From an optimization exercise on the open Yosys and OpenROAD flow, aimed at small area and a short achievable clock period; shortcuts taken in it are not production practice.
No run shown here included a check of the RTL's function; only the layout flow was run.
No run shown here takes its clock network from TritonCTS; it comes from the design's own scripts or RTL.
The clock input has no modelled driver; a real chip could not lean on it and would need a root buffer or a full tree.

File: design.v
module encoder (
    input clk,
    input rst_n,
    input [31:0] data_in,
    output logic [31:0] data_out
);
    logic [7:0] cnt;              
    logic [7:0] cnt_nxt;
    logic [1:0] u, un;
    logic [5:0] v, vn;
    assign cnt_nxt = (cnt == 8'd254) ? 8'd0 : cnt + 8'd1;
    assign u = cnt[7:6];
    assign v = cnt[5:0];
    assign un = cnt_nxt[7:6];
    assign vn = cnt_nxt[5:0];
    always_ff @(posedge clk) begin
        if (!rst_n) cnt <= 8'd254;
        else cnt <= cnt_nxt;
    end
    logic acc;
    logic [7:0] cnt_nxt2;
    assign cnt_nxt2 = (cnt_nxt == 8'd254) ? 8'd0 : cnt_nxt + 8'd1;
    always_ff @(posedge clk) begin
        if (!rst_n) acc <= 1'b1;
        else acc <= (cnt_nxt2[5:0] < 6'd59) || (cnt_nxt2[5:0] == 6'd59 && cnt_nxt2[7:6] != 2'd3);
    end
    logic [3:0][7:0] enc;
    always_ff @(posedge clk) begin
        enc[3] <= data_in[31:24];
        if (acc) enc[2:0] <= data_in[23:0];
    end
    logic [7:0] el [0:3];
    logic [7:0] cat [0:7];        
    always_comb begin
        for (int s = 0; s < 4; s++) begin
            el[s] = enc[3 - s];
            cat[s] = enc[3 - s];
            cat[s + 4] = data_in[31 - 8 * s -: 8];
        end
    end
    logic [127:0] par;            
    logic [127:0] peff;
    logic [31:0] fb;              
    logic [127:0] mp;
    logic [127:0] pnew;
    logic [3:0][7:0] rot;
    logic [3:0][7:0] rot_d;
    logic ptop_n;
    always_comb begin
        ptop_n = (vn != 6'd0) && (vn <= 6'd59);
        for (int j = 0; j < 4; j++) begin
            rot_d[j] = cat[j + 3 - un];
            if ((j == 0 && vn == 6'd0) || vn > 6'd59) rot_d[j] = 8'd0;
            if (ptop_n) rot_d[j] = rot_d[j] ^ pnew[8 * (15 - j) +: 8];
        end
    end
    always_ff @(posedge clk) begin
        if (!rst_n) rot <= '0;
        else rot <= rot_d;
    end
    logic clr;
    always_ff @(posedge clk) begin
        if (!rst_n) clr <= 1'b1;
        else clr <= (cnt_nxt == 8'd254);
    end
    assign peff[127:64] = par[127:64];
    assign peff[63:0] = clr ? 64'd0 : par[63:0];
    always_comb begin
        for (int e = 0; e < 4; e++)
            fb[8 * e +: 8] = rot[3 - e];
        pnew = {peff[95:0], 32'd0} ^ mp;
    end
    logic [222:0] cx;
    assign cx[0] = fb[4] ^ fb[8];
    assign cx[1] = fb[3] ^ fb[21];
    assign cx[2] = fb[20] ^ fb[31];
    assign cx[3] = fb[9] ^ fb[23];
    assign cx[4] = fb[0] ^ fb[18];
    assign cx[5] = fb[5] ^ fb[28];
    assign cx[6] = fb[7] ^ fb[30];
    assign cx[7] = fb[6] ^ fb[29];
    assign cx[8] = fb[1] ^ fb[19];
    assign cx[9] = fb[16] ^ fb[24];
    assign cx[10] = fb[2] ^ fb[22];
    assign cx[11] = fb[15] ^ fb[25];
    assign cx[12] = fb[10] ^ fb[11];
    assign cx[13] = fb[26] ^ fb[27];
    assign cx[14] = fb[12] ^ fb[13];
    assign cx[15] = fb[14] ^ fb[17];
    assign cx[16] = fb[22] ^ cx[0];
    assign cx[17] = fb[16] ^ cx[3];
    assign cx[18] = cx[1] ^ cx[4];
    assign cx[19] = cx[2] ^ cx[7];
    assign cx[20] = fb[21] ^ cx[8];
    assign cx[21] = fb[10] ^ cx[5];
    assign cx[22] = fb[19] ^ cx[6];
    assign cx[23] = fb[5] ^ cx[14];
    assign cx[24] = fb[23] ^ cx[9];
    assign cx[25] = fb[25] ^ cx[10];
    assign cx[26] = fb[7] ^ fb[15];
    assign cx[27] = fb[17] ^ fb[29];
    assign cx[28] = fb[14] ^ fb[24];
    assign cx[29] = fb[6] ^ cx[15];
    assign cx[30] = fb[12] ^ cx[2];
    assign cx[31] = fb[1] ^ cx[11];
    assign cx[32] = fb[18] ^ cx[1];
    assign cx[33] = fb[3] ^ cx[12];
    assign cx[34] = fb[2] ^ fb[4];
    assign cx[35] = fb[19] ^ fb[30];
    assign cx[36] = fb[17] ^ cx[7];
    assign cx[37] = fb[9] ^ cx[9];
    assign cx[38] = fb[5] ^ fb[13];
    assign cx[39] = fb[2] ^ cx[0];
    assign cx[40] = fb[8] ^ fb[10];
    assign cx[41] = cx[0] ^ cx[13];
    assign cx[42] = cx[6] ^ cx[8];
    assign cx[43] = fb[9] ^ fb[16];
    assign cx[44] = fb[11] ^ fb[28];
    assign cx[45] = fb[0] ^ fb[4];
    assign cx[46] = fb[1] ^ cx[6];
    assign cx[47] = fb[14] ^ fb[27];
    assign cx[48] = fb[20] ^ cx[12];
    assign cx[49] = cx[3] ^ cx[7];
    assign cx[50] = fb[11] ^ cx[16];
    assign cx[51] = fb[12] ^ cx[5];
    assign cx[52] = fb[28] ^ cx[10];
    assign cx[53] = fb[24] ^ cx[4];
    assign cx[54] = fb[11] ^ fb[31];
    assign cx[55] = fb[6] ^ fb[14];
    assign cx[56] = fb[20] ^ fb[27];
    assign cx[57] = fb[26] ^ fb[30];
    assign cx[58] = cx[11] ^ cx[22];
    assign cx[59] = fb[7] ^ cx[11];
    assign cx[60] = cx[5] ^ cx[20];
    assign cx[61] = fb[17] ^ cx[13];
    assign cx[62] = fb[18] ^ cx[8];
    assign cx[63] = cx[3] ^ cx[23];
    assign cx[64] = fb[29] ^ fb[31];
    assign cx[65] = fb[3] ^ cx[45];
    assign cx[66] = fb[0] ^ fb[26];
    assign cx[67] = fb[13] ^ cx[4];
    assign cx[68] = fb[20] ^ fb[23];
    assign cx[69] = fb[13] ^ cx[21];
    assign cx[70] = fb[21] ^ cx[14];
    assign cx[71] = fb[27] ^ cx[26];
    assign cx[72] = cx[2] ^ cx[24];
    assign cx[73] = cx[8] ^ cx[18];
    assign cx[74] = fb[27] ^ cx[1];
    assign cx[75] = fb[4] ^ cx[27];
    assign cx[76] = cx[2] ^ cx[15];
    assign cx[77] = fb[26] ^ cx[10];
    assign cx[78] = cx[5] ^ cx[14];
    assign cx[79] = cx[13] ^ cx[17];
    assign cx[80] = cx[28] ^ cx[49];
    assign cx[81] = fb[3] ^ fb[7];
    assign cx[82] = cx[13] ^ cx[21];
    assign cx[83] = fb[6] ^ cx[28];
    assign cx[84] = cx[4] ^ cx[22];
    assign cx[85] = fb[8] ^ fb[15];
    assign cx[86] = fb[7] ^ fb[31];
    assign cx[87] = fb[8] ^ cx[25];
    assign cx[88] = fb[4] ^ fb[22];
    assign cx[89] = cx[1] ^ cx[46];
    assign cx[90] = cx[19] ^ cx[43];
    assign cx[91] = cx[6] ^ cx[37];
    assign cx[92] = fb[26] ^ cx[32];
    assign cx[93] = fb[27] ^ cx[38];
    assign cx[94] = fb[28] ^ cx[20];
    assign cx[95] = cx[29] ^ cx[59];
    assign cx[96] = cx[9] ^ cx[47];
    assign cx[97] = cx[3] ^ cx[30];
    assign cx[98] = cx[2] ^ cx[58];
    assign cx[99] = fb[0] ^ cx[8];
    assign cx[100] = fb[25] ^ cx[69];
    assign cx[101] = fb[19] ^ cx[26];
    assign cx[102] = cx[11] ^ cx[42];
    assign cx[103] = cx[17] ^ cx[36];
    assign cx[104] = fb[17] ^ cx[19];
    assign cx[105] = fb[25] ^ fb[26];
    assign cx[106] = cx[12] ^ cx[35];
    assign cx[107] = fb[0] ^ cx[39];
    assign cx[108] = cx[23] ^ cx[45];
    assign cx[109] = fb[10] ^ cx[56];
    assign cx[110] = fb[30] ^ cx[25];
    assign cx[111] = fb[8] ^ cx[5];
    assign cx[112] = cx[16] ^ cx[64];
    assign cx[113] = fb[2] ^ cx[36];
    assign cx[114] = cx[6] ^ cx[41];
    assign cx[115] = fb[17] ^ cx[10];
    assign cx[116] = fb[15] ^ cx[0];
    assign cx[117] = cx[30] ^ cx[57];
    assign cx[118] = fb[6] ^ cx[61];
    assign cx[119] = cx[12] ^ cx[26];
    assign cx[120] = cx[10] ^ cx[31];
    assign cx[121] = fb[25] ^ cx[54];
    assign cx[122] = fb[18] ^ cx[40];
    assign cx[123] = cx[16] ^ cx[33];
    assign cx[124] = cx[17] ^ cx[38];
    assign cx[125] = cx[4] ^ cx[30];
    assign cx[126] = cx[39] ^ cx[48];
    assign cx[127] = cx[1] ^ cx[51];
    assign cx[128] = fb[21] ^ cx[53];
    assign cx[129] = cx[47] ^ cx[70];
    assign cx[130] = fb[24] ^ cx[69];
    assign cx[131] = fb[9] ^ cx[78];
    assign cx[132] = fb[16] ^ fb[28];
    assign cx[133] = cx[29] ^ cx[32];
    assign cx[134] = cx[27] ^ cx[68];
    assign cx[135] = fb[14] ^ cx[14];
    assign cx[136] = fb[15] ^ fb[19];
    assign cx[137] = fb[10] ^ cx[24];
    assign cx[138] = fb[0] ^ fb[23];
    assign cx[139] = fb[5] ^ cx[9];
    assign cx[140] = fb[1] ^ cx[33];
    assign cx[141] = cx[9] ^ cx[44];
    assign cx[142] = fb[23] ^ fb[24];
    assign cx[143] = fb[17] ^ cx[17];
    assign cx[144] = cx[31] ^ cx[86];
    assign cx[145] = fb[1] ^ cx[21];
    assign cx[146] = fb[14] ^ cx[24];
    assign cx[147] = fb[13] ^ cx[13];
    assign cx[148] = cx[12] ^ cx[63];
    assign cx[149] = cx[0] ^ cx[73];
    assign cx[150] = fb[24] ^ cx[20];
    assign cx[151] = fb[0] ^ fb[13];
    assign cx[152] = cx[37] ^ cx[106];
    assign cx[153] = fb[26] ^ cx[80];
    assign cx[154] = cx[62] ^ cx[81];
    assign cx[155] = cx[27] ^ cx[37];
    assign cx[156] = fb[9] ^ cx[19];
    assign cx[157] = cx[5] ^ cx[97];
    assign cx[158] = cx[34] ^ cx[91];
    assign cx[159] = fb[11] ^ cx[90];
    assign cx[160] = fb[2] ^ cx[2];
    assign cx[161] = cx[24] ^ cx[112];
    assign cx[162] = fb[24] ^ cx[18];
    assign cx[163] = cx[20] ^ cx[125];
    assign cx[164] = fb[29] ^ cx[43];
    assign cx[165] = fb[3] ^ fb[12];
    assign cx[166] = cx[18] ^ cx[58];
    assign cx[167] = fb[6] ^ cx[25];
    assign cx[168] = cx[9] ^ cx[60];
    assign cx[169] = fb[9] ^ cx[31];
    assign cx[170] = cx[48] ^ cx[85];
    assign cx[171] = fb[21] ^ cx[57];
    assign cx[172] = cx[40] ^ cx[118];
    assign cx[173] = cx[32] ^ cx[87];
    assign cx[174] = fb[31] ^ cx[62];
    assign cx[175] = cx[19] ^ cx[35];
    assign cx[176] = cx[9] ^ cx[18];
    assign cx[177] = cx[3] ^ cx[19];
    assign cx[178] = fb[8] ^ fb[22];
    assign cx[179] = fb[31] ^ cx[15];
    assign cx[180] = fb[31] ^ cx[82];
    assign cx[181] = fb[4] ^ cx[63];
    assign cx[182] = fb[30] ^ cx[29];
    assign cx[183] = fb[17] ^ cx[3];
    assign cx[184] = cx[15] ^ cx[122];
    assign cx[185] = cx[94] ^ cx[156];
    assign cx[186] = cx[11] ^ cx[114];
    assign cx[187] = fb[29] ^ cx[82];
    assign cx[188] = cx[4] ^ cx[46];
    assign cx[189] = cx[55] ^ cx[72];
    assign cx[190] = fb[30] ^ cx[12];
    assign cx[191] = fb[18] ^ cx[55];
    assign cx[192] = fb[5] ^ fb[16];
    assign cx[193] = cx[2] ^ cx[42];
    assign cx[194] = fb[11] ^ cx[66];
    assign cx[195] = fb[21] ^ cx[22];
    assign cx[196] = fb[16] ^ cx[108];
    assign cx[197] = cx[3] ^ cx[187];
    assign cx[198] = fb[28] ^ cx[109];
    assign cx[199] = fb[11] ^ fb[12];
    assign cx[200] = cx[80] ^ cx[93];
    assign cx[201] = cx[11] ^ cx[179];
    assign cx[202] = fb[8] ^ cx[77];
    assign cx[203] = cx[44] ^ cx[65];
    assign cx[204] = cx[15] ^ cx[107];
    assign cx[205] = cx[51] ^ cx[126];
    assign cx[206] = cx[35] ^ cx[79];
    assign cx[207] = fb[21] ^ fb[27];
    assign cx[208] = cx[117] ^ cx[149];
    assign cx[209] = cx[1] ^ cx[99];
    assign cx[210] = cx[16] ^ cx[83];
    assign cx[211] = fb[20] ^ cx[70];
    assign cx[212] = cx[7] ^ cx[28];
    assign cx[213] = fb[12] ^ fb[25];
    assign cx[214] = cx[33] ^ cx[84];
    assign cx[215] = fb[10] ^ cx[92];
    assign cx[216] = fb[18] ^ cx[164];
    assign cx[217] = cx[33] ^ cx[34];
    assign cx[218] = cx[17] ^ cx[44];
    assign cx[219] = fb[22] ^ cx[27];
    assign cx[220] = fb[26] ^ cx[34];
    assign cx[221] = cx[7] ^ cx[23];
    assign cx[222] = cx[37] ^ cx[86];
    assign mp[0] = cx[4] ^ cx[5] ^ cx[35] ^ cx[96] ^ cx[160];
    assign mp[1] = fb[28] ^ cx[11] ^ cx[104] ^ cx[209];
    assign mp[2] = fb[0] ^ fb[7] ^ fb[14] ^ cx[13] ^ cx[112] ^ cx[168];
    assign mp[3] = fb[22] ^ cx[4] ^ cx[8] ^ cx[49] ^ cx[201];
    assign mp[4] = fb[1] ^ cx[26] ^ cx[146] ^ cx[180];
    assign mp[5] = fb[27] ^ cx[11] ^ cx[113] ^ cx[141];
    assign mp[6] = cx[4] ^ cx[6] ^ cx[27] ^ cx[105] ^ cx[132] ^ cx[165];
    assign mp[7] = fb[30] ^ cx[75] ^ cx[147] ^ cx[174];
    assign mp[8] = fb[6] ^ cx[2] ^ cx[23] ^ cx[33] ^ cx[96] ^ cx[101] ^ cx[178];
    assign mp[9] = cx[0] ^ cx[95] ^ cx[211] ^ cx[218];
    assign mp[10] = fb[19] ^ cx[18] ^ cx[61] ^ cx[159];
    assign mp[11] = fb[1] ^ fb[13] ^ cx[5] ^ cx[18] ^ cx[54] ^ cx[116] ^ cx[182];
    assign mp[12] = fb[13] ^ cx[39] ^ cx[56] ^ cx[140] ^ cx[216];
    assign mp[13] = cx[127] ^ cx[152] ^ cx[204];
    assign mp[14] = fb[18] ^ cx[23] ^ cx[104] ^ cx[123] ^ cx[169];
    assign mp[15] = cx[148] ^ cx[191] ^ cx[195] ^ cx[220];
    assign mp[16] = fb[17] ^ cx[41] ^ cx[44] ^ cx[67] ^ cx[167] ^ cx[222];
    assign mp[17] = cx[15] ^ cx[154] ^ cx[197] ^ cx[213];
    assign mp[18] = cx[40] ^ cx[43] ^ cx[98] ^ cx[219];
    assign mp[19] = fb[4] ^ fb[13] ^ fb[21] ^ cx[6] ^ cx[24] ^ cx[167] ^ cx[198];
    assign mp[20] = cx[18] ^ cx[34] ^ cx[200];
    assign mp[21] = fb[3] ^ cx[21] ^ cx[102] ^ cx[210];
    assign mp[22] = cx[34] ^ cx[59] ^ cx[139] ^ cx[177] ^ cx[194];
    assign mp[23] = cx[89] ^ cx[139] ^ cx[172] ^ cx[213];
    assign mp[24] = fb[11] ^ cx[25] ^ cx[32] ^ cx[68] ^ cx[135];
    assign mp[25] = fb[23] ^ fb[26] ^ cx[1] ^ cx[14] ^ cx[16] ^ cx[28] ^ cx[136];
    assign mp[26] = fb[5] ^ fb[9] ^ fb[15] ^ fb[27] ^ cx[39] ^ cx[162] ^ cx[199];
    assign mp[27] = cx[3] ^ cx[126] ^ cx[168] ^ cx[191];
    assign mp[28] = cx[7] ^ cx[101] ^ cx[124] ^ cx[184];
    assign mp[29] = fb[9] ^ cx[29] ^ cx[84] ^ cx[170];
    assign mp[30] = cx[43] ^ cx[119] ^ cx[163];
    assign mp[31] = cx[14] ^ cx[48] ^ cx[115] ^ cx[150];
    assign mp[32] = fb[7] ^ cx[0] ^ cx[176] ^ cx[198];
    assign mp[33] = fb[25] ^ cx[50] ^ cx[60] ^ cx[155];
    assign mp[34] = cx[25] ^ cx[103] ^ cx[114] ^ cx[127];
    assign mp[35] = fb[22] ^ cx[104] ^ cx[124] ^ cx[171];
    assign mp[36] = fb[22] ^ fb[28] ^ cx[65] ^ cx[72] ^ cx[182];
    assign mp[37] = fb[5] ^ fb[23] ^ cx[75] ^ cx[128] ^ cx[144];
    assign mp[38] = fb[6] ^ cx[57] ^ cx[62] ^ cx[87] ^ cx[192];
    assign mp[39] = fb[19] ^ cx[3] ^ cx[81] ^ cx[118] ^ cx[160];
    assign mp[40] = fb[11] ^ cx[8] ^ cx[65] ^ cx[71] ^ cx[157];
    assign mp[41] = cx[7] ^ cx[107] ^ cx[145] ^ cx[211];
    assign mp[42] = cx[52] ^ cx[116] ^ cx[129] ^ cx[138] ^ cx[175];
    assign mp[43] = fb[29] ^ cx[35] ^ cx[50] ^ cx[129];
    assign mp[44] = fb[3] ^ cx[42] ^ cx[50] ^ cx[96] ^ cx[151];
    assign mp[45] = cx[9] ^ cx[31] ^ cx[157] ^ cx[204];
    assign mp[46] = cx[38] ^ cx[113] ^ cx[169] ^ cx[215];
    assign mp[47] = cx[10] ^ cx[41] ^ cx[55] ^ cx[214];
    assign mp[48] = cx[6] ^ cx[12] ^ cx[51] ^ cx[74] ^ cx[161];
    assign mp[49] = fb[30] ^ cx[78] ^ cx[88] ^ cx[103] ^ cx[121];
    assign mp[50] = cx[16] ^ cx[133] ^ cx[141] ^ cx[147];
    assign mp[51] = cx[18] ^ cx[152] ^ cx[201];
    assign mp[52] = cx[13] ^ cx[102] ^ cx[111] ^ cx[134] ^ cx[162];
    assign mp[53] = cx[41] ^ cx[53] ^ cx[110] ^ cx[185];
    assign mp[54] = cx[1] ^ cx[87] ^ cx[193] ^ cx[197];
    assign mp[55] = fb[4] ^ cx[1] ^ cx[13] ^ cx[52] ^ cx[177] ^ cx[190];
    assign mp[56] = cx[4] ^ cx[16] ^ cx[70] ^ cx[72] ^ cx[190];
    assign mp[57] = fb[22] ^ cx[15] ^ cx[63] ^ cx[121] ^ cx[150];
    assign mp[58] = cx[11] ^ cx[39] ^ cx[54] ^ cx[83] ^ cx[171];
    assign mp[59] = cx[32] ^ cx[48] ^ cx[124] ^ cx[186];
    assign mp[60] = fb[20] ^ cx[29] ^ cx[67] ^ cx[111] ^ cx[206];
    assign mp[61] = cx[71] ^ cx[184] ^ cx[185];
    assign mp[62] = cx[52] ^ cx[170] ^ cx[195] ^ cx[216];
    assign mp[63] = cx[1] ^ cx[97] ^ cx[106] ^ cx[219];
    assign mp[64] = fb[1] ^ fb[7] ^ cx[15] ^ cx[56] ^ cx[173] ^ cx[218];
    assign mp[65] = fb[12] ^ cx[17] ^ cx[52] ^ cx[75] ^ cx[136] ^ cx[215];
    assign mp[66] = fb[14] ^ fb[29] ^ cx[20] ^ cx[100] ^ cx[158];
    assign mp[67] = cx[46] ^ cx[49] ^ cx[85] ^ cx[128] ^ cx[180];
    assign mp[68] = cx[15] ^ cx[32] ^ cx[137] ^ cx[175];
    assign mp[69] = fb[17] ^ cx[50] ^ cx[98] ^ cx[128];
    assign mp[70] = fb[5] ^ fb[22] ^ cx[17] ^ cx[105] ^ cx[163];
    assign mp[71] = fb[20] ^ cx[10] ^ cx[20] ^ cx[24] ^ cx[151] ^ cx[172];
    assign mp[72] = fb[12] ^ fb[24] ^ cx[50] ^ cx[95] ^ cx[209];
    assign mp[73] = fb[7] ^ fb[20] ^ cx[31] ^ cx[53] ^ cx[77] ^ cx[181];
    assign mp[74] = cx[23] ^ cx[41] ^ cx[115] ^ cx[119] ^ cx[142];
    assign mp[75] = fb[13] ^ cx[53] ^ cx[60] ^ cx[71] ^ cx[88] ^ cx[183];
    assign mp[76] = fb[23] ^ cx[18] ^ cx[26] ^ cx[27] ^ cx[205];
    assign mp[77] = fb[30] ^ cx[43] ^ cx[50] ^ cx[73] ^ cx[221];
    assign mp[78] = fb[10] ^ cx[10] ^ cx[29] ^ cx[181] ^ cx[193];
    assign mp[79] = fb[2] ^ cx[18] ^ cx[38] ^ cx[119] ^ cx[189];
    assign mp[80] = fb[3] ^ cx[34] ^ cx[51] ^ cx[58] ^ cx[79];
    assign mp[81] = cx[19] ^ cx[61] ^ cx[65] ^ cx[130];
    assign mp[82] = fb[2] ^ cx[73] ^ cx[85] ^ cx[153] ^ cx[199];
    assign mp[83] = fb[1] ^ cx[66] ^ cx[68] ^ cx[130] ^ cx[178];
    assign mp[84] = cx[42] ^ cx[116] ^ cx[127] ^ cx[194] ^ cx[212];
    assign mp[85] = fb[27] ^ cx[19] ^ cx[91] ^ cx[108] ^ cx[120];
    assign mp[86] = fb[2] ^ fb[31] ^ cx[29] ^ cx[66] ^ cx[89] ^ cx[100] ^ cx[142];
    assign mp[87] = fb[18] ^ cx[41] ^ cx[54] ^ cx[81] ^ cx[120] ^ cx[212];
    assign mp[88] = cx[1] ^ cx[21] ^ cx[189] ^ cx[202];
    assign mp[89] = cx[50] ^ cx[59] ^ cx[74] ^ cx[103];
    assign mp[90] = cx[30] ^ cx[133] ^ cx[158];
    assign mp[91] = fb[19] ^ cx[67] ^ cx[68] ^ cx[95] ^ cx[132] ^ cx[220];
    assign mp[92] = cx[36] ^ cx[52] ^ cx[71] ^ cx[137] ^ cx[174];
    assign mp[93] = fb[2] ^ fb[3] ^ fb[25] ^ cx[44] ^ cx[84] ^ cx[134];
    assign mp[94] = fb[24] ^ fb[29] ^ cx[208];
    assign mp[95] = fb[4] ^ fb[9] ^ cx[2] ^ cx[20] ^ cx[93] ^ cx[110];
    assign mp[96] = cx[6] ^ cx[66] ^ cx[131] ^ cx[210];
    assign mp[97] = fb[0] ^ cx[40] ^ cx[144] ^ cx[200];
    assign mp[98] = cx[12] ^ cx[120] ^ cx[196];
    assign mp[99] = cx[3] ^ cx[46] ^ cx[115] ^ cx[203];
    assign mp[100] = fb[3] ^ fb[31] ^ cx[40] ^ cx[46] ^ cx[52] ^ cx[67] ^ cx[153];
    assign mp[101] = cx[3] ^ cx[47] ^ cx[64] ^ cx[102] ^ cx[217];
    assign mp[102] = fb[15] ^ fb[24] ^ cx[5] ^ cx[117] ^ cx[217];
    assign mp[103] = cx[0] ^ cx[74] ^ cx[121] ^ cx[221];
    assign mp[104] = fb[20] ^ cx[25] ^ cx[155] ^ cx[214];
    assign mp[105] = fb[17] ^ fb[25] ^ cx[12] ^ cx[24] ^ cx[208];
    assign mp[106] = fb[10] ^ cx[13] ^ cx[64] ^ cx[89] ^ cx[196];
    assign mp[107] = cx[0] ^ cx[47] ^ cx[90] ^ cx[100] ^ cx[154];
    assign mp[108] = fb[16] ^ cx[5] ^ cx[11] ^ cx[55] ^ cx[88] ^ cx[92];
    assign mp[109] = cx[13] ^ cx[16] ^ cx[36] ^ cx[101] ^ cx[138] ^ cx[192];
    assign mp[110] = fb[6] ^ cx[56] ^ cx[111] ^ cx[143] ^ cx[188];
    assign mp[111] = cx[94] ^ cx[113] ^ cx[122] ^ cx[222];
    assign mp[112] = cx[9] ^ cx[22] ^ cx[49] ^ cx[105] ^ cx[123] ^ cx[135];
    assign mp[113] = cx[76] ^ cx[148] ^ cx[186];
    assign mp[114] = fb[27] ^ cx[5] ^ cx[161] ^ cx[166];
    assign mp[115] = fb[7] ^ cx[76] ^ cx[78] ^ cx[140];
    assign mp[116] = cx[3] ^ cx[40] ^ cx[77] ^ cx[166];
    assign mp[117] = cx[2] ^ cx[79] ^ cx[99] ^ cx[123];
    assign mp[118] = fb[1] ^ fb[24] ^ cx[183] ^ cx[205] ^ cx[207];
    assign mp[119] = fb[24] ^ cx[7] ^ cx[12] ^ cx[131] ^ cx[173];
    assign mp[120] = fb[13] ^ cx[34] ^ cx[74] ^ cx[98] ^ cx[143];
    assign mp[121] = fb[26] ^ cx[21] ^ cx[76] ^ cx[88] ^ cx[176];
    assign mp[122] = fb[3] ^ fb[8] ^ cx[10] ^ cx[38] ^ cx[159] ^ cx[188];
    assign mp[123] = cx[14] ^ cx[31] ^ cx[83] ^ cx[109];
    assign mp[124] = cx[76] ^ cx[203] ^ cx[206];
    assign mp[125] = fb[15] ^ cx[9] ^ cx[75] ^ cx[125] ^ cx[145] ^ cx[207];
    assign mp[126] = fb[11] ^ cx[36] ^ cx[60] ^ cx[67] ^ cx[110];
    assign mp[127] = fb[18] ^ cx[19] ^ cx[42] ^ cx[146] ^ cx[165] ^ cx[202];
    always_ff @(posedge clk) begin
        par <= pnew;
    end
    logic [3:0] msg;
    logic [7:0] tw [0:19];
    logic [31:0] dnext;
    always_comb begin
        for (int i = 0; i < 4; i++) tw[i] = par[8 * (15 - i) +: 8];
        for (int i = 0; i < 16; i++) tw[i + 4] = pnew[8 * (15 - i) +: 8];
        for (int s = 0; s < 4; s++) begin
            msg[s] = (v <= 6'd58) || (v == 6'd59 && s < 3 - u) || (v == 6'd63 && s >= 3 - u);
            dnext[31 - 8 * s -: 8] = msg[s] ? el[s] : tw[s + u + 1];
        end
    end
    always_ff @(posedge clk) begin
        data_out <= dnext;
    end
endmodule
File: constraint.sdc
create_clock -name core_clock -period 14.0 [get_ports {clk}]
set_input_delay 2.8000 -clock core_clock [delete_from_list [all_inputs] [get_ports {clk}]]
set_output_delay 2.8000 -clock core_clock [all_outputs]
set_load 0.01 [all_outputs]
File: flow/ctree.tcl
# Two-level clock tree in place of clock_tree_synthesis: the clock port drives
# one buffer per quadrant of the clock sinks, and each of those drives the
# leaf buffers of its quadrant (at most CTREE_LEAF sinks per leaf).
set ct_block [ord::get_db_block]
set ct_dbu [$ct_block getDbUnitsPerMicron]
set ct_buf_leaf [expr {[info exists ::env(CTREE_BUF_LEAF)] ? $::env(CTREE_BUF_LEAF) : "sky130_fd_sc_hd__clkbuf_16"}]
set ct_buf_top [expr {[info exists ::env(CTREE_BUF_TOP)] ? $::env(CTREE_BUF_TOP) : "sky130_fd_sc_hd__clkbuf_16"}]
set ct_leaf [expr {[info exists ::env(CTREE_LEAF)] ? $::env(CTREE_LEAF) : 20}]

proc ct_centroid {pts} {
  set sx 0.0; set sy 0.0
  foreach p $pts { set sx [expr {$sx + [lindex $p 1]}]; set sy [expr {$sy + [lindex $p 2]}] }
  set n [llength $pts]
  return [list [expr {$sx / $n}] [expr {$sy / $n}]]
}
# split {pin x y} items into k near-equal parts along x (idx 1) or y (idx 2)
proc ct_split {pts k idx} {
  set s [lsort -real -index $idx $pts]
  set n [llength $s]
  set out {}
  for {set i 0} {$i < $k} {incr i} {
    lappend out [lrange $s [expr {($n * $i) / $k}] [expr {($n * ($i + 1)) / $k - 1}]]
  }
  return $out
}
proc ct_span {pts idx} {
  set l [lsort -real -index $idx $pts]
  return [expr {[lindex $l end $idx] - [lindex $l 0 $idx]}]
}
proc ct_um {v} { return [expr {$v / double($::ct_dbu)}] }

set ct_sinks {}
foreach p [get_pins -of_objects [get_nets clk]] {
  lassign [[sta::sta_to_db_pin $p] getAvgXY] ok x y
  lappend ct_sinks [list $p $x $y]
}
puts "ctree: [llength $ct_sinks] clock sinks"

set ct_quads {}
foreach half [ct_split $ct_sinks 2 1] {
  foreach q [ct_split $half 2 2] { lappend ct_quads $q }
}
set qi 0
foreach q $ct_quads {
  set nleaf [expr {int(ceil([llength $q] / double($ct_leaf)))}]
  set idx [expr {[ct_span $q 1] > [ct_span $q 2] ? 1 : 2}]
  set leafxy {}
  set li 0
  foreach g [ct_split $q $nleaf $idx] {
    set pins {}
    foreach p $g { lappend pins [lindex $p 0] }
    lassign [ct_centroid $g] cx cy
    set bname "ctree_leaf_${qi}_${li}"
    insert_buffer -buffer_cell $ct_buf_leaf -net clk -load_pins $pins \
      -location [list [ct_um $cx] [ct_um $cy]] \
      -buffer_name $bname -net_name "ctree_net_leaf_${qi}_${li}"
    lappend leafxy [list x $cx $cy]
    incr li
  }
  # insert_buffer adds a number to the names: find this quadrant's leaves
  set leafpins {}
  foreach p [get_pins -of_objects [get_nets clk]] {
    if {[string match "ctree_leaf_${qi}_*" [get_full_name $p]]} { lappend leafpins $p }
  }
  if {$li == 1} { incr qi; continue }
  lassign [ct_centroid $leafxy] cx cy
  insert_buffer -buffer_cell $ct_buf_top -net clk -load_pins $leafpins \
    -location [list [ct_um $cx] [ct_um $cy]] \
    -buffer_name "ctree_q_${qi}" -net_name "ctree_net_q_${qi}"
  incr qi
}
foreach net [$ct_block getNets] {
  if {[string match ctree_net_* [$net getName]]} { $net setSigType CLOCK }
}
[$ct_block findNet clk] setSigType CLOCK
set_propagated_clock [all_clocks]
puts "ctree: clock port drives [llength [get_pins -of_objects [get_nets clk]]] pins"
File: config.mk
export PLATFORM = sky130hd
export DESIGN_NAME = encoder
export DESIGN_NICKNAME = encoder
export VERILOG_FILES = /design/flow/design.v
export SDC_FILE = /design/flow/constraint.sdc
export NUM_CORES = 8
export LEC_CHECK = 0
export CAP_MARGIN = 20
export CORE_MARGIN = 2
export CORE_UTILIZATION = 65
export SLEW_MARGIN = 20
File: standard.sh
#!/bin/bash
# synth_recipe.tcl (not shown) runs the flow's synth.tcl, then flattens the netlist and writes it again
# the make line also repeats each setting of config.mk as NAME=value (left out here)
make -C /OpenROAD-flow-scripts/flow DESIGN_CONFIG=/design/flow/config.mk WORK_HOME=/design/flow/orfs CLKGATE_MAP_FILE= SYNTH_SCRIPT=/design/flow/synth_recipe.tcl "${@:-finish}"
File: flow/abc_speed.script
strash
&get -n
&dch -f
&nf -R 1000 -p
&put
topo
stime -c
File: flow/run.sh
#!/bin/bash
# Standard layout, except: the synthesis maps with flow/abc_speed.script,
# the clock tree is flow/ctree.tcl's two-level tree, the ports get plain
# buffers, timing repair aims below the period, and the wire capacitance
# the placement-stage timing estimates use is scaled up by 1.3 (closer to
# the extracted values).
set -euo pipefail
rm -rf scripts_local
cp -r "$FLOW_HOME/scripts" scripts_local
cp flow/abc_speed.script scripts_local/abc_speed.script
sed -i 's|^log_cmd clock_tree_synthesis .*|source $::env(CTREE_TCL)|' scripts_local/cts.tcl
grep -q CTREE_TCL scripts_local/cts.tcl
python3 - "$FLOW_HOME/platforms/sky130hd/setRC.tcl" 1.3 > setRC_scaled.tcl <<'PY'
import re, sys
s = open(sys.argv[1]).read()
k = float(sys.argv[2])
print(re.sub(r'-capacitance ([0-9.Ee+-]+)', lambda m: '-capacitance %g' % (float(m.group(1)) * k), s))
PY
export LAYER_PARASITICS_FILE=$PWD/setRC_scaled.tcl
export CTREE_TCL=$PWD/flow/ctree.tcl
export CTREE_LEAF=20
export CTREE_BUF_LEAF=sky130_fd_sc_hd__clkbuf_16
export CTREE_BUF_TOP=sky130_fd_sc_hd__clkbuf_16
export SCRIPTS_DIR=$PWD/scripts_local
export BUFFER_PORTS_ARGS="-buffer_cell sky130_fd_sc_hd__buf_2"
export SETUP_SLACK_MARGIN=10.15
bash standard.sh > standard.log 2>&1
==> impl_metrics.toml, run 1 <==
[global_route]
grt-ovfl-total = 0
track_usage_pct = 43.06
grt_pass1_vias = 11720
grt_first_pass_wirelength_mm = 76.32
antenna_found_initial = 0
grt_max_degree = 65

[layout]
synthToLayoutAreaGrowth_pct = 12.62
n_antenna_cell = 0
nNetsFinal = 1683
drive_above_1_share_pct = 11.51
final_area_sq_mm = 0.01639

[floorplanning]
die_y_um = 153.6
coreArea_sq_mm = 0.02189
chipWidth_um = 153.6
ios = 66
start_util_pct = 66.49
die-area_sq_mm = 0.02361
rows = 54

[route]
via_count = 12280
drc_errors = 0
drt_iter0_drc = 2047
wl_per_cell_um = 27.02
first_pass_iters = 9
ant_nets = 0
viasPerCell = 6.388
drt-total-wl_mm = 51.93

[run]
maxCapViolations = 0

[synth]
synthXorXnorAreaFrac_pct = 48.26
synth_top_family_by_area = "XOR/XNOR gates"
avgSynthCellArea_sq_um = 9.749
synth_seq_area_share_pct = 32.73
ys_ff_latch = 226
yosysUniqueCellTypes = 33
ys_warn_count = 4
syn_area_sq_mm = 0.01456
synth_nets = 1532
netlist_instances = 1493
yosys-mux-area-fraction_pct = 0
yosys.area_share.simple_pct = 8.356
synth-adder-area-share_pct = 0.4298
synth_compound_area_share_pct = 10.12

[sta]
fin_crit_ns = 3.609
finClkSkew_ns = 0.02560
setup_viol = 0
rsz0062_at_grt = "no"
worst_pin_slew_ns = 1.052
slew_viol_final = 0
post-route-period-util_pct = 25.78
fmax_mhz = 277.1
setup_tns_ns = 0
hold_violations = 0
slew_headroom_pct = 29.38
hold_slack_ns = 0.4806

[worst_setup_path]
reg2reg_depth = 9
crit_path_max_incr_delay_ns = 0.36
crit_fanout = 1
crit_cells = 1
critPathSlowestCell = "dfxtp_1"
r2r_end = "data_out[7]$_DFF_P_"
critPathBufInv = 1
path_class = "flip-flop to output port"
cp.required_ns = 11.20
r2r-start = "rot[8]$_SDFF_PN0_"
worst_path_dominant_cell_family = "flip-flops"
ff2ff_setup_slack_ns = 10.49
path_cells = "buf_2"
worstPathArrival_ns = 0.81
start_kind = "flip-flop"
crit_path_end_kind = "output port"

[worst_hold_path]
hp-class = "flip-flop to flip-flop"
hold_end = "par[83]$_DFF_P_"
holdCritStartpoint = "par[51]$_DFF_P_"
hold_path_depth = 2

[cts]
clock_latency_ns = 0.31
post_cts_buffers = 0
clk_pin_slew_worst_paths_ns = 0.10

[place]
placed_area_sq_mm = 0.01587
portBuffers = 65
dp_hpwl_mm = 38.17
gp_routability_congestion = 1.161

[status]
outcome = "finished clean"
## metrics by stage
| step | setup slack, ns | cells | utilization, % |
|---|---|---|---|
| floorplan | 10.30 | 1493 | - |
| CTS | 10.22 | 1922 | 74.46 |
| global placement | 9.380 | 1905 | 72.31 |
| finish | 10.39 | 1922 | 74.88 |
| detailed placement | 9.745 | 1906 | 72.50 |
| global route | 10.16 | 1922 | 74.88 |
## how the worst max path moves through the flow
stage | from | slack, ns | to
floorplan | cnt[6]$_SDFF_PN1_ | 10.30 | rot[15]$_SDFF_PN0_
global placement | rot[30]$_SDFF_PN0_ | 9.38 | data_out[2]$_DFF_P_
detailed placement | rst_n | 9.74 | rot[6]$_SDFF_PN0_
CTS | rst_n | 10.22 | rot[6]$_SDFF_PN0_
global route | rot[14]$_SDFF_PN0_ | 10.16 | data_out[23]$_DFF_P_
finish | data_out[6]$_DFF_P_ | 10.39 | data_out[6]
## cell usage in the layout (no fill, tap or decap), types with 8 or more instances in the layout
cell,synthesis,final
a21oi_1,14,14
dfxtp_1,202,195
o21ai_0,12,12
buf_4,0,68
nand2_1,133,132
a221oi_1,8,8
clkbuf_16,0,16
xor2_1,180,173
a22o_1,39,39
edfxtp_1,24,24
nor2_1,44,41
a211oi_1,8,8
nor2b_1,38,35
nand2b_1,30,30
a22oi_1,16,16
a31oi_1,48,48
xnor2_2,0,17
a222oi_1,40,40
buf_2,0,64
xnor2_1,622,604
## Yosys cell counts
cell type | count | area share (%)
o311a_1 | 1 | 0.069
and2_0 | 3 | 0.13
a41oi_1 | 1 | 0.060
a21o_1 | 1 | 0.052
o21ai_0 | 12 | 0.41
a31oi_1 | 48 | 2.1
edfxtp_1 | 24 | 5.0
nand3_1 | 7 | 0.24
or4_1 | 1 | 0.052
nor3b_1 | 1 | 0.052
a22o_1 | 39 | 2.3
ha_1 | 5 | 0.43
nand2_1 | 133 | 3.4
o211ai_1 | 1 | 0.052
and4b_1 | 1 | 0.069
a21oi_1 | 14 | 0.48
nor3_1 | 1 | 0.034
a211oi_1 | 8 | 0.41
or2_0 | 1 | 0.043
xnor2_1 | 622 | 37
nor2_1 | 44 | 1.1
a22oi_1 | 16 | 0.83
a222oi_1 | 40 | 2.8
clkinv_1 | 4 | 0.10
nor2b_1 | 38 | 1.6
a221oi_1 | 8 | 0.48
nand2b_1 | 30 | 1.3
dfxtp_1 | 202 | 28
nand4bb_1 | 1 | 0.077
xor2_1 | 180 | 11
and3_1 | 4 | 0.17
o31ai_1 | 1 | 0.052
o41ai_1 | 1 | 0.060
## flip-flops by register name (all words and copies together), names as in the netlist
signal,flops
enc,32
rot,32
data_out,32
acc,1
clr,1
par,120
cnt,8
## routing by layer
layer | share of wire, % | wire, um | global-route usage (%)
met5 | 0 | 0 | 0
met4 | 6.6 | 3418 | 20.71
met3 | 14 | 7112 | 9.667
met2 | 42 | 21650 | 64.28
met1 | 38 | 19750 | 59.16
## layout make-up, clock buffers not listed
type                    instances  area [sq um]
fillers                      1643          5499
inverters                       4         15.01
multi-input cells            1263         10010
flip-flops and latches        226          4773
well taps                     280         350.3
repair buffers                133         842.1
## logic make-up after synthesis
logic type	Yosys count
XOR/XNOR	802
AND/OR/NAND/NOR	265
flip-flops	226
AO/OA/AOI/OAI	191
adder cells (fa/ha/maj)	5
buffers and inverters	4
## timing repair
item	4_1_cts	5_1_grt
gates resized for setup	8	14
setup endpoints to repair	18	31
hold buffers	0	0
==> run 2, diff against run 1 <==
--- a/config.mk
+++ b/config.mk
@@ -10,2 +10,3 @@
 export CORE_UTILIZATION = 65
+export PLACE_DENSITY = 0.75
 export SLEW_MARGIN = 20
==> run 2 against run 1 <==
  * Still clean
  * Flip-flop and latch count unchanged
  * Via count down 0.66%
  * Utilization up 0.33 points
  * Die area unchanged
  * Fmax up 0.41%
  * Routed wire length down 1.2%
  * Highest routed layer unchanged
==> impl_metrics.toml, run 2 <==
[status]
outcome = "finished clean"

[synth]
avgSynthCellArea_sq_um = 9.749
synth_seq_area_share_pct = 32.73
synth-adder-area-share_pct = 0.4298
synthFlopType = "dfxtp_1"
synth_nets = 1532
synthTopCellsByArea = "xnor2_1, dfxtp_1, xor2_1, edfxtp_1, nand2_1"
synth_top_family_by_area = "XOR/XNOR gates"
yosys.area_share.simple_pct = 8.356
synthXorXnorAreaFrac_pct = 48.26
synth_edf_count = 24
ys_ff_latch = 226
yosysUniqueCellTypes = 33
synth_top_area_share_pct = 37.43
netlist_instances = 1493
synth_top_cell_by_area = "xnor2_1"
synthArstFlopShare_pct = 0
synth_most_common_cell = "xnor2_1"
synth_top_cells_by_count = "xnor2_1, dfxtp_1, xor2_1"
synth_compound_area_share_pct = 10.12
yosys-mux-area-fraction_pct = 0
ys_warn_count = 4
syn_area_sq_mm = 0.01456

[sta]
post-route-period-util_pct = 25.67
slew_headroom_pct = 34.24
worst_pin_slew_ns = 0.9794
setup_tns_ns = 0
fin_crit_ns = 3.594
slew_viol_final = 0
hold_violations = 0
setup_viol = 0
finClkSkew_ns = 0.02542
rsz0062_at_grt = "no"
fmax_mhz = 278.2

[layout]
drive_above_1_share_pct = 11.98
final_area_sq_mm = 0.01646
final_common_cell = "xnor2_1"
largest_register = "par"
post-route-util_pct = 75.21
fin_cells = 1933
multi_input_area_sq_mm = 0.01001
largest_reg_flops = 120
nNetsFinal = 1694
synthToLayoutAreaGrowth_pct = 13.12
n_antenna_cell = 0
regArea_sq_mm = 0.004770
most-common-layout-cells = "xnor2_1, dfxtp_1, xor2_1"
fillers = 1649

[worst_setup_path]
crit_fanout = 1
worst_path_dominant_cell_family = "flip-flops"
cp.required_ns = 11.20
start_kind = "flip-flop"
worstPathArrival_ns = 0.79
crit_path_max_incr_delay_ns = 0.35
path_class = "flip-flop to output port"
path_cells = "buf_2"
crit_path_end_kind = "output port"
critPathSlowestCell = "dfxtp_1"
critPathBufInv = 1
ff2ff_setup_slack_ns = 10.49

[global_route]
grt-ovfl-total = 0
grt_pass1_vias = 11740
antenna_found_initial = 0
grt_first_pass_wirelength_mm = 75.00
track_usage_pct = 42.49
grt_max_degree = 50

[floorplanning]
rows = 54
die-area_sq_mm = 0.02361
chipWidth_um = 153.6
coreArea_sq_mm = 0.02189
die_y_um = 153.6
ios = 66
start_util_pct = 66.49

[worst_hold_path]
hp-class = "flip-flop to flip-flop"

[route]
wl_per_cell_um = 26.55
viasPerCell = 6.309
via_count = 12200
ant_nets = 0
drc_errors = 0
drt_iter0_drc = 1758
drt-total-wl_mm = 51.31
first_pass_iters = 9

[place]
gp_routability_congestion = 1.166
placed_area_sq_mm = 0.01595
dp_hpwl_mm = 37.87
portBuffers = 65
post-place-cells = 1917

[run]
maxCapViolations = 0

[cts]
clock_latency_ns = 0.31
holdBufCountCts = 0
cts_resized = 4
post_cts_buffers = 0
clk_pin_slew_worst_paths_ns = 0.08
## run 2: cell families after synthesis
kind of cell,Yosys count
xor gates and xnor gates,802
and+or+nand+nor,265
DFF,226
AOI/OAI and AO/OA,191
adders and majority gates,5
buffers and inverters,4
## run 2: layer usage
metal  track usage (%)  wire [um]  up-vias
met2             64.11      21590      906
met5                 0          0        -
met4             18.17       2960        0
li1                  -          -     5306
met3             13.28       7204      190
met1             56.40      19560     5794
## run 2: through the flow
step           setup WS (ns)  hold WS (ns)
6_report               10.41        0.4809
3_5_place_dp           10.09        0.4701
2_1_floorplan          10.30        0.4598
5_1_grt                10.18        0.5145
3_3_place_gp           9.288        0.4670
4_1_cts                10.19        0.4861
## run 2: final cells by class, clock buffers not listed
| cell class | instances | area share [%] |
|---|---|---|
| Sequential cell | 226 | 28.97 |
| Multi-Input combinational cell | 1263 | 60.78 |
| Tap cell | 280 | 2.128 |
| Inverter | 4 | 0.09119 |
| Timing Repair Buffer | 144 | 5.601 |
## run 2: final timing paths
kind,startpoint,end,cells past startpoint
worst max register to register,rot[28]$_SDFF_PN0_,rot[27]$_SDFF_PN0_,8
worst max-delay path,data_out[5]$_DFF_P_,data_out[5],1
worst min-delay path,par[14]$_DFF_P_,par[46]$_DFF_P_,2
worst min register to register,par[14]$_DFF_P_,par[46]$_DFF_P_,2

re-timing with driven ports:
No port has a modelled driver above. Below, the same layouts with a new extraction and two added sets of constraints. Step 1 assumes that a clkbuf_16 drives the clock port and a buf_2 every other input. Step 2 times the ports against the registers' clock, not the clock port: input delays grow and output delays shrink by t, the midpoint of the rising clock arrivals with the driver on. Slacks: no drivers / after step 1 / after step 2; pairs: no drivers / after step 1.
run | t (ns) | setup slack, ns | worst slew at a driven data input, ns
run 1 | 0.413 | 10.391 / 10.274 / 10.086 | 0.04
run 2 | 0.412 | 10.406 / 10.291 / 10.106 | 0.04
After both steps every run listed still meets setup and hold. For run 1, which loses most, drivers alone change the setup slack by -0.117 ns; drivers and shift together by -0.305 ns.
